Background: an optimization exercise with open tools, aiming at a short achievable clock period and few clock cycles. Do not read the settings as production practice.
Where RTL was checked, it was by simulation tests only, not by an equivalence proof against the original.
No activity file was given, so power comes from the tool's default toggle rates.

// datapath
module datapath (input clock, reset,
		 output [31:0] imem_addr,
		 input  [31:0] imem_rdata,
		 output        dmem_we,
		 output [31:0] dmem_addr, dmem_wdata,
		 input  [31:0] dmem_rdata);
reg [31:2] pcw;		 
reg [31:2] pcx;		 
wire [31:0] pc_f = {pcx, 2'b00};
reg        v_d, pred_d, spred_d, lpf_d;
reg [31:0] ins_d, pc4_d, rsv_d, rtv_d;
reg [31:2] pcs_d;
reg [3:0]  pj4_d;
reg [16:0] blo_d;
reg [13:0] pch_d, pchi_d, pchd_d;
reg        he_rs, he_rt, hm_rs, hm_rt;	 
reg        mf_d, ldst_d;
reg [31:0] a_e, b_e, sd_e, alt_e, bt_e;
reg        sld_e, lta_e, ltb_e;
reg        we_e, ld_e, st_e, br_e, brl_e, inv_e, eq_e, crs_e, mul_e, msg_e, kill_e;
reg [4:0]  wr_e;
reg        arith_e, sub_e, xp_e, xg_e, xt_e, xn_e, xb_e, sls_e, slu_e, mhi_e, mlo_e;
reg [31:0] res_m, sd_m;
reg        we_m, ld_m, st_m;
reg [4:0]  wr_m;
reg        bl_m, inv_l, eq_l, crs_l;
reg [31:0] alt_l, bt_l;
reg [31:0] wd_w;
reg        we_w;
reg [4:0]  wr_w;
reg [31:0] ma, hi0, hi1;
reg [32:0] lo;
reg [50:0] mdig;
reg        msg, mv1, mv2;
reg [511:0] mrows8;
reg [127:0] mrows2;
reg [31:0] rf [1:31];
wire stall_d, redirect, redirect_m;
wire [31:0] redirect_pc;
wire [31:0] memval = ld_m ? dmem_rdata : res_m;
wire [31:0] ins_f = imem_rdata;
wire [4:0]  rs_f = ins_f[25:21];
wire [4:0]  rt_f = ins_f[20:16];
wire [31:0] pc4_f = pc_f + 32'd4;
localparam NL = 8;
localparam LTB = 10;
reg [NL-1:0] lv, lconf, lex;	 
reg [LTB-1:0] ltag [0:NL-1];
reg [LTB-1:0] ltagp [0:NL-1];	 
reg [7:0]  lcnt [0:NL-1];
reg [7:0]  ltrip [0:NL-1];
reg        lflip_q;
reg [LTB-1:0] ltg_e, ltg_l;
reg        cinv_e, cinv_l, lpf_e, lpf_l;
reg [NL-1:0] lhit_d, lhit_e, lhit_l;
integer lh;
always @* for (lh = 0; lh < NL; lh = lh + 1) lhit_d[lh] = lv[lh] & (ltag[lh] == pcs_d[LTB+1:2]);
wire [5:0]  op_f = ins_f[31:26];
wire jmp_f = op_f == 6'b000010;
wire beq_f = op_f == 6'b000100;
wire bne_f = op_f == 6'b000101;
wire same_f = rs_f == rt_f;
wire [17:0] blo_x = {1'b0, pc_f[17:2], 1'b1} + {1'b0, ins_f[15:0], 1'b1};
wire [16:0] blo_f = blo_x[17:1];
wire [31:0] btgt_f = {pc_f[31:18], blo_f[15:0], 2'b00};
wire spred_f = (beq_f & (same_f | ins_f[15])) | (bne_f & ~same_f);
wire lpf_f = lflip_q & (beq_f | bne_f);	 
wire pred_f = spred_f ^ lpf_f;
wire [31:0] jtgt_f = {pc4_f[31:28], ins_f[25:0], 2'b00};
  ...
Size in the first run: roughly 160 I/O pins, about 160,000 sq um of cells after synthesis.
clock: 5.8 ns
lec_check: 0
cap_margin: 25
core_margin: 2
core_utilization: 40
setup_slack_margin: 3.2
slew_margin: 20
standard.sh (not shown) runs the stock make flow with config.mk's settings and CLKGATE_MAP_FILE= SYNTH_SCRIPT=/design/flow/synth_recipe.tcl, a recipe that flattens the netlist after the stock synthesis.
==> flow/flow/run.sh <==
#!/bin/bash
# Layout flow: the standard flow, with synthesis mapping the logic through ABC with a
# delay-oriented script (flow/speed.abc) in place of the default one, and the ports
# buffered with sky130_fd_sc_hd__buf_8 (the default choice is a slow delay cell).
# Everything else, including the registers that synthesis produces, is the standard flow's.
set -euo pipefail
here=$(pwd)
bash standard.sh SYNTH_SCRIPT=$here/flow/synth.tcl "BUFFER_PORTS_ARGS=-buffer_cell sky130_fd_sc_hd__buf_8" finish > $here/standard.log 2>&1
==> flow/flow/speed.abc <==
&get -n
&st
&dch
&nf
&put
buffer -c
topo
stime -c
upsize -c
dnsize -c
==> flow/flow/synth.tcl <==
# The standard flow's synthesis script, with the ABC mapping script replaced by flow/speed.abc
set ::speed_abc [file join [file dirname [file normalize [info script]]] speed.abc]
proc abc {args} {
  set i [lsearch $args -script]
  lset args [expr {$i + 1}] $::speed_abc
  yosys abc {*}$args
}
source [file join [file dirname [file dirname [file normalize [info script]]]] synth_recipe.tcl]
The first run finished clean.
Testbench counts at the start, summed over its fixed seeds: cycles 52,403.
Next try:
==> flow/flow/run.sh (replaced) <==
#!/bin/bash
# Layout flow: the standard flow, with synthesis mapping the logic through ABC with a
# delay-oriented script (flow/speed.abc) in place of the default one. Everything else,
# including the registers that synthesis produces, is the standard flow's.
set -euo pipefail
here=$(pwd)
bash standard.sh SYNTH_SCRIPT=$here/flow/synth.tcl finish > $here/standard.log 2>&1
--- a/flow/config.mk
+++ b/flow/config.mk
@@ -8 +8 @@
-export CAP_MARGIN = 25
+export CAP_MARGIN = 20
@@ -11 +11 @@
-export SETUP_SLACK_MARGIN = 3.2
+export SETUP_SLACK_MARGIN = 3.3
The new run produced a clean layout.
Synthesized cell count is unchanged.
Global-route usage rose by 0.21 points.
Worst setup slack gets better by 49 ps.
Next try:
--- a/flow/config.mk
+++ b/flow/config.mk
@@ -8 +8 @@
-export CAP_MARGIN = 20
+export CAP_MARGIN = 25
@@ -11 +11 @@
-export SETUP_SLACK_MARGIN = 3.3
+export SETUP_SLACK_MARGIN = 3.2
After rerunning:
- register-to-register slack degrades by 50 ps
- sequential share of layout area increases by 0.91 points
- hold slack barely changes

Another version of the RTL of datapath (not shown whole).
Size in the first run: ~10000 cells after synthesis, about 2400 flip-flops, roughly 160 I/O pins, about 130000 um^2 of cells after synthesis.
// datapath
module datapath (input clock, reset,
		 output [31:0] imem_addr,
		 input  [31:0] imem_rdata,
		 output        dmem_we,
		 output [31:0] dmem_addr, dmem_wdata,
		 input  [31:0] dmem_rdata);
export LEC_CHECK = 0
export CAP_MARGIN = 25
export CORE_MARGIN = 2
export CORE_UTILIZATION = 40
export SETUP_SLACK_MARGIN = 3.2
export SLEW_MARGIN = 20
create_clock -name core_clock -period 5.8 [get_ports {clock}]
==> flow/flow/run.sh <==
#!/bin/bash
# Layout flow: the standard flow, with synthesis mapping the logic through ABC with a
# delay-oriented script (flow/speed.abc) in place of the default one. Everything else,
# including the registers that synthesis produces, is the standard flow's.
set -euo pipefail
here=$(pwd)
bash standard.sh SYNTH_SCRIPT=$here/flow/synth.tcl finish > $here/standard.log 2>&1
Scripts as last shown in full above: flow/flow/speed.abc, flow/flow/synth.tcl
The first run finished clean.
Next try:
- SETUP_SLACK_MARGIN: 3.2 -> 3.5
After rerunning:
- power climbs by a few percent
- sequential power stays flat
- synthesized area stays the same
Function was not checked in any run of this note: the RTL went through the layout flow alone.

== v6 ==
datapath, a different RTL version from the one above (not shown whole).
Size in the first run: roughly 14000 cells after synthesis, about 160 I/O pins, roughly 170000 um^2 of cells after synthesis.
## datapath
module datapath (input clock, reset,
		 output [31:0] imem_addr,
		 input  [31:0] imem_rdata,
		 output        dmem_we,
		 output [31:0] dmem_addr, dmem_wdata,
		 input  [31:0] dmem_rdata);
reg [31:2] pcw;		 
wire [31:0] pc_f = {pcw, 2'b00};
reg        v_d, pred_d, spred_d, lpf_d;
reg [31:0] ins_d, pc4_d, rsv_d, rtv_d;
reg [31:2] pcs_d;
reg [3:0]  pj4_d;
reg [16:0] blo_d;
reg [13:0] pch_d, pchi_d, pchd_d;
reg        he_rs, he_rt, hm_rs, hm_rt;	 
reg        mf_d, ldst_d;
reg [31:0] a_e, b_e, sd_e, alt_e, bt_e;
reg        sld_e, lta_e, ltb_e;
reg        we_e, ld_e, st_e, br_e, brl_e, inv_e, eq_e, crs_e, mul_e, msg_e, kill_e;
reg [4:0]  wr_e;
reg        arith_e, sub_e, xp_e, xg_e, xt_e, xn_e, xb_e, sls_e, slu_e, mhi_e, mlo_e;
reg [31:0] res_m, sd_m;
reg        we_m, ld_m, st_m;
reg [4:0]  wr_m;
reg        bl_m, inv_l, eq_l, crs_l;
reg [31:0] alt_l, bt_l;
reg [31:0] wd_w;
reg        we_w;
reg [4:0]  wr_w;
reg [31:0] ma, hi0, hi1;
reg [32:0] lo;
reg [50:0] mdig;
reg        msg, mv1, mv2, mv3;
reg [511:0] mrows8;
reg [191:0] mrows3;
reg [127:0] mrows2;
reg [31:0] rf [1:31];
wire stall_d, redirect, redirect_m;
wire [31:0] redirect_pc;
wire [31:0] memval = ld_m ? dmem_rdata : res_m;
wire [31:0] ins_f = imem_rdata;
wire [4:0]  rs_f = ins_f[25:21];
wire [4:0]  rt_f = ins_f[20:16];
wire [31:0] pc4_f = pc_f + 32'd4;
localparam NL = 8;
reg [NL-1:0] lv, lconf;
reg [29:0] ltag [0:NL-1];
reg [7:0]  lcnt [0:NL-1];
reg [7:0]  ltrip [0:NL-1];
reg        lflip_q;
reg [29:0] pcs_e, pcs_l;
reg        cinv_e, cinv_l, lpf_e, lpf_l;
reg [NL-1:0] lhit_d, lhit_e, lhit_l;
integer lh;
always @* for (lh = 0; lh < NL; lh = lh + 1) lhit_d[lh] = lv[lh] & (ltag[lh] == pcs_d);
wire [5:0]  op_f = ins_f[31:26];
wire jmp_f = op_f == 6'b000010;
wire beq_f = op_f == 6'b000100;
wire bne_f = op_f == 6'b000101;
wire same_f = rs_f == rt_f;
wire [17:0] blo_x = {1'b0, pc_f[17:2], 1'b1} + {1'b0, ins_f[15:0], 1'b1};
wire [16:0] blo_f = blo_x[17:1];
wire [31:0] btgt_f = {pc_f[31:18], blo_f[15:0], 2'b00};
wire spred_f = (beq_f & (same_f | ins_f[15])) | (bne_f & ~same_f);
wire lpf_f = lflip_q & (beq_f | bne_f);	 
wire pred_f = spred_f ^ lpf_f;
wire [31:0] jtgt_f = {pc4_f[31:28], ins_f[25:0], 2'b00};
localparam NJ = 4;
localparam NJB = 2;
reg [NJ-1:0] jv;
  ...
clock: 5.8 ns
lec_check: 0
cap_margin: 25
core_margin: 2
core_utilization: 40
setup_slack_margin: 3.2
slew_margin: 20
==> flow/flow/run.sh <==
#!/bin/bash
# Layout flow: the standard flow, with synthesis mapping the logic through ABC with a
# delay-oriented script (flow/speed.abc) in place of the default one, and the timing
# repair after global routing run with pessimistic wire parasitics (flow/pre_grt.tcl).
# Everything else, including the registers that synthesis produces, is the standard flow's.
set -euo pipefail
here=$(pwd)
bash standard.sh SYNTH_SCRIPT=$here/flow/synth.tcl PRE_GLOBAL_ROUTE_TCL=$here/flow/pre_grt.tcl finish > $here/standard.log 2>&1
==> flow/flow/pre_grt.tcl <==
set rc_scale 1.25
foreach {layer c r} {li1 1.499e-04 7.176e-02 met1 1.72375e-04 8.929e-04 met2 1.36233e-04 8.929e-04
                     met3 2.14962e-04 1.567e-04 met4 1.48128e-04 1.567e-04 met5 1.54087e-04 1.781e-05} {
  set_layer_rc -layer $layer -capacitance [expr {$c * $rc_scale}] -resistance [expr {$r * $rc_scale}]
}
set_wire_rc -signal -layer met1
set_wire_rc -clock -layer met3
Scripts as last shown in full above: flow/flow/speed.abc, flow/flow/synth.tcl
Per the final summary, v6 finished and its layout is clean on timing, DRC and antenna.
[inputs] v7 vs v6
==> flow/flow/run.sh <==
#!/bin/bash
# Layout flow: the standard flow, with synthesis mapping the logic through ABC with a
# delay-oriented script (flow/speed.abc) in place of the default one. Everything else,
# including the registers that synthesis produces, is the standard flow's.
set -euo pipefail
here=$(pwd)
bash standard.sh SYNTH_SCRIPT=$here/flow/synth.tcl finish > $here/standard.log 2>&1
removed: flow/flow/pre_grt.tcl
--- outcome ---
Going from v6 to v7, total stage count of the critical path grows by 1.
Met3 demand-to-capacity share in global routing came out exactly the same in v6 and v7.
Any difference in share of cell area taken by multi-input logic gates between v6 and v7 is small enough to ignore.
~same share of total power consumed by net switching in v6 and v7
Summary of the comparison: number of antenna violations at the first check in global routing is lower in v7, relative to v6.
Going from v6 to v7, total of plain and repair buffers excluding clock buffers shows a reduction of about 13%, area of placed instances level, utilization of the core after routing fell 0.96 points.
Diff v6..v7 | smallest hold slack | negligible
As far as global-route usage goes, v6 and v7 are indistinguishable; the numbers are identical.
No functional check of the RTL was part of any run of this note.

## rev 12
datapath, a different RTL version from the one above (not shown whole).
For scale: ~2700 flip-flops, about 160 I/O pins.
==> flow/config.mk <==
export PLATFORM = sky130hd
export DESIGN_NAME = datapath
export DESIGN_NICKNAME = datapath
export VERILOG_FILES = /design/flow/design.v
export SDC_FILE = /design/flow/constraint.sdc
export NUM_CORES = 8
export LEC_CHECK = 0
export CAP_MARGIN = 25
export CORE_MARGIN = 2
export CORE_UTILIZATION = 40
export SETUP_SLACK_MARGIN = 3.2
export SLEW_MARGIN = 20
==> flow/constraint.sdc <==
create_clock -name core_clock -period 5.8 [get_ports {clock}]
set_input_delay 1.1600 -clock core_clock [delete_from_list [all_inputs] [get_ports {clock}]]
set_output_delay 1.1600 -clock core_clock [all_outputs]
set_load 0.01 [all_outputs]
==> flow/flow/run.sh <==
#!/bin/bash
# Layout flow: the standard flow, with synthesis mapping the logic through ABC with a
# delay-oriented script (flow/speed.abc) in place of the default one, and the ports
# buffered with sky130_fd_sc_hd__buf_8 (the default choice is a slow delay cell).
# Everything else, including the registers that synthesis produces, is the standard flow's.
set -euo pipefail
here=$(pwd)
bash standard.sh SYNTH_SCRIPT=$here/flow/synth.tcl "BUFFER_PORTS_ARGS=-buffer_cell sky130_fd_sc_hd__buf_8" finish > $here/standard.log 2>&1
Scripts as last shown in full above: flow/flow/speed.abc, flow/flow/synth.tcl
No stage failed in rev 12, and the final checks on the layout all came back clean.
Testbench counts of rev 12, summed over its fixed seeds: cycles 54,305.
Changes in rev 13 relative to rev 12:
==> flow/flow/run.sh <==
#!/bin/bash
# Layout flow: the standard flow, with synthesis mapping all the logic, adders
# included, through ABC with a delay-oriented script (flow/speed.abc) in place of the
# default one and without the fixed full/half-adder cells, and the ports buffered with
# sky130_fd_sc_hd__buf_8 (the default choice is a slow delay cell). Everything else,
# including the registers that synthesis produces, is the standard flow's.
set -euo pipefail
here=$(pwd)
bash standard.sh SYNTH_SCRIPT=$here/flow/synth.tcl ADDER_MAP_FILE= "BUFFER_PORTS_ARGS=-buffer_cell sky130_fd_sc_hd__buf_8" finish > $here/standard.log 2>&1
==> flow/flow/speed.abc <==
strash
dch
map -D 1000
buffer -c
topo
stime -c
upsize -c
dnsize -c
Results
[rev 13 vs rev 12] time the worst path needs with I/O delays and setup: lower in rev 13. Compared with rev 12, rev 13 shows a clock network power share that is 1.5 points higher. Critical-path maximum fanout ends up lower on rev 13. Rev 13 vs rev 12 — post-detailed-routing wire length rose about 18%. The final reports for rev 13 and rev 12 show maximum clock skew at final layout lower in the former. Compared with rev 12, in rev 13 cell-internal power -3.5%; post-detailed-placement half-perimeter wirelength +84 mm; number of nets in the final layout +6004; total of cells resized after clock tree synthesis -about 43%.

Setup of wip/indigo:
Another version of the RTL of datapath (not shown whole).
Size: about 3300 flip-flops, roughly 160 I/O pins, roughly 170000 um^2 of cells after synthesis.
// datapath
module datapath (input clock, reset,
		 output [31:0] imem_addr,
		 input  [31:0] imem_rdata,
		 output        dmem_we,
		 output [31:0] dmem_addr, dmem_wdata,
		 input  [31:0] dmem_rdata);
clock: 5.8 ns
lec_check: 0
cap_margin: 25
core_margin: 2
core_utilization: 40
setup_slack_margin: 3.2
slew_margin: 20
==> flow/flow/run.sh <==
#!/bin/bash
# Layout flow: the standard flow, with synthesis mapping the logic through ABC with a
# delay-oriented script (flow/speed.abc) in place of the default one. Everything else,
# including the registers that synthesis produces, is the standard flow's.
set -euo pipefail
here=$(pwd)
bash standard.sh SYNTH_SCRIPT=$here/flow/synth.tcl finish > $here/standard.log 2>&1
==> flow/flow/speed.abc <==
&get -n
&st
&dch
&nf
&put
buffer -c
topo
stime -c
upsize -c
dnsize -c
Scripts as last shown in full above: flow/flow/synth.tcl
Relative to wip/indigo, the following input files were edited for wip/sierra:
==> flow/flow/run.sh <==
#!/bin/bash
# Layout flow: the standard flow, with synthesis mapping the logic through ABC with a
# delay-oriented script (flow/speed.abc) in place of the default one, and the timing
# repair after global routing run with pessimistic wire parasitics (flow/pre_grt.tcl).
# Everything else, including the registers that synthesis produces, is the standard flow's.
set -euo pipefail
here=$(pwd)
bash standard.sh SYNTH_SCRIPT=$here/flow/synth.tcl PRE_GLOBAL_ROUTE_TCL=$here/flow/pre_grt.tcl finish > $here/standard.log 2>&1
==> flow/flow/pre_grt.tcl (new file) <==
set rc_scale 1.25
foreach {layer c r} {li1 1.499e-04 7.176e-02 met1 1.72375e-04 8.929e-04 met2 1.36233e-04 8.929e-04
                     met3 2.14962e-04 1.567e-04 met4 1.48128e-04 1.567e-04 met5 1.54087e-04 1.781e-05} {
  set_layer_rc -layer $layer -capacitance [expr {$c * $rc_scale}] -resistance [expr {$r * $rc_scale}]
}
set_wire_rc -signal -layer met1
set_wire_rc -clock -layer met3
--- outcome ---
From wip/indigo to wip/sierra the numbers moved as follows: summed area of non-filler cells in the final layout saw an increase; number of antenna violations at the first check in global routing moved down; multi-input gate share of the layout cell area shows no meaningful change; count of cell instances traversed by the critical path went down 2. Changes observed in wip/sierra relative to wip/indigo: count of unresolved DRC violations after routing roughly the same; wire length higher; count of buffering cells on the critical path with inverters included lower; part of the cycle the worst path needs higher; number of fill cells in the layout lower.
No run of this note included a check of the RTL's function; only the layout flow was run.

separate check: timing with driven ports:
In the flow no input, the clock included, has a driving cell. The finished layouts below were timed again as built, in two steps.
Step 1 (the two cells are an assumption about what drives the block):
set clk [get_ports {clock}]
set_driving_cell -lib_cell sky130_fd_sc_hd__clkbuf_16 $clk
set_driving_cell -lib_cell sky130_fd_sc_hd__buf_2 [delete_from_list [all_inputs] $clk]
Step 2 adds t to the input delays and takes it off the output delays; t is the mean of the earliest and latest rising clock arrival at the registers after step 1. Input paths then give back, and output paths get back, about the clock's delay inside the block.
Slacks: ideal ports / drivers / drivers and shift; pairs: ideal ports / drivers.
run	t, ns	slack for setup (ns)	worst setup path after step 2	slew at the worst register clock pin (ns)	worst data-port slew with drivers (ns)
the first run of note 1	1.084	2.891 / 2.891 / 1.870	input to register	0.07 / 0.07	0.33
the second run of note 1	1.067	2.940 / 2.868 / 1.801	input to register	0.07 / 0.07	0.33
the third run of note 1	1.085	2.890 / 2.890 / 1.892	input to register	0.07 / 0.07	0.40
the first run of note 2	0.995	2.756 / 2.756 / 1.846	input to register	0.07 / 0.07	0.32
the second run of note 2	1.028	2.656 / 2.656 / 1.936	input to register	0.07 / 0.07	0.23
v6	1.096	1.894 / 1.894 / 1.760	input to register	0.07 / 0.07	0.38
v7	1.079	1.978 / 1.978 / 1.800	input to register	0.08 / 0.08	0.34
rev 12	1.022	2.896 / 2.896 / 1.895	input to register	0.07 / 0.07	0.41
rev 13	1.073	3.096 / 2.933 / 1.860	input to register	0.07 / 0.07	0.48
wip/indigo	1.099	1.760 / 1.760 / 1.555	input to register	0.07 / 0.07	0.41
wip/sierra	1.101	1.747 / 1.747 / 1.540	input to register	0.07 / 0.07	0.41
After both steps every run listed still meets setup and hold. The setup slack of rev 13, which loses most, moves by -0.163 ns with the drivers and by -1.236 ns with both steps.
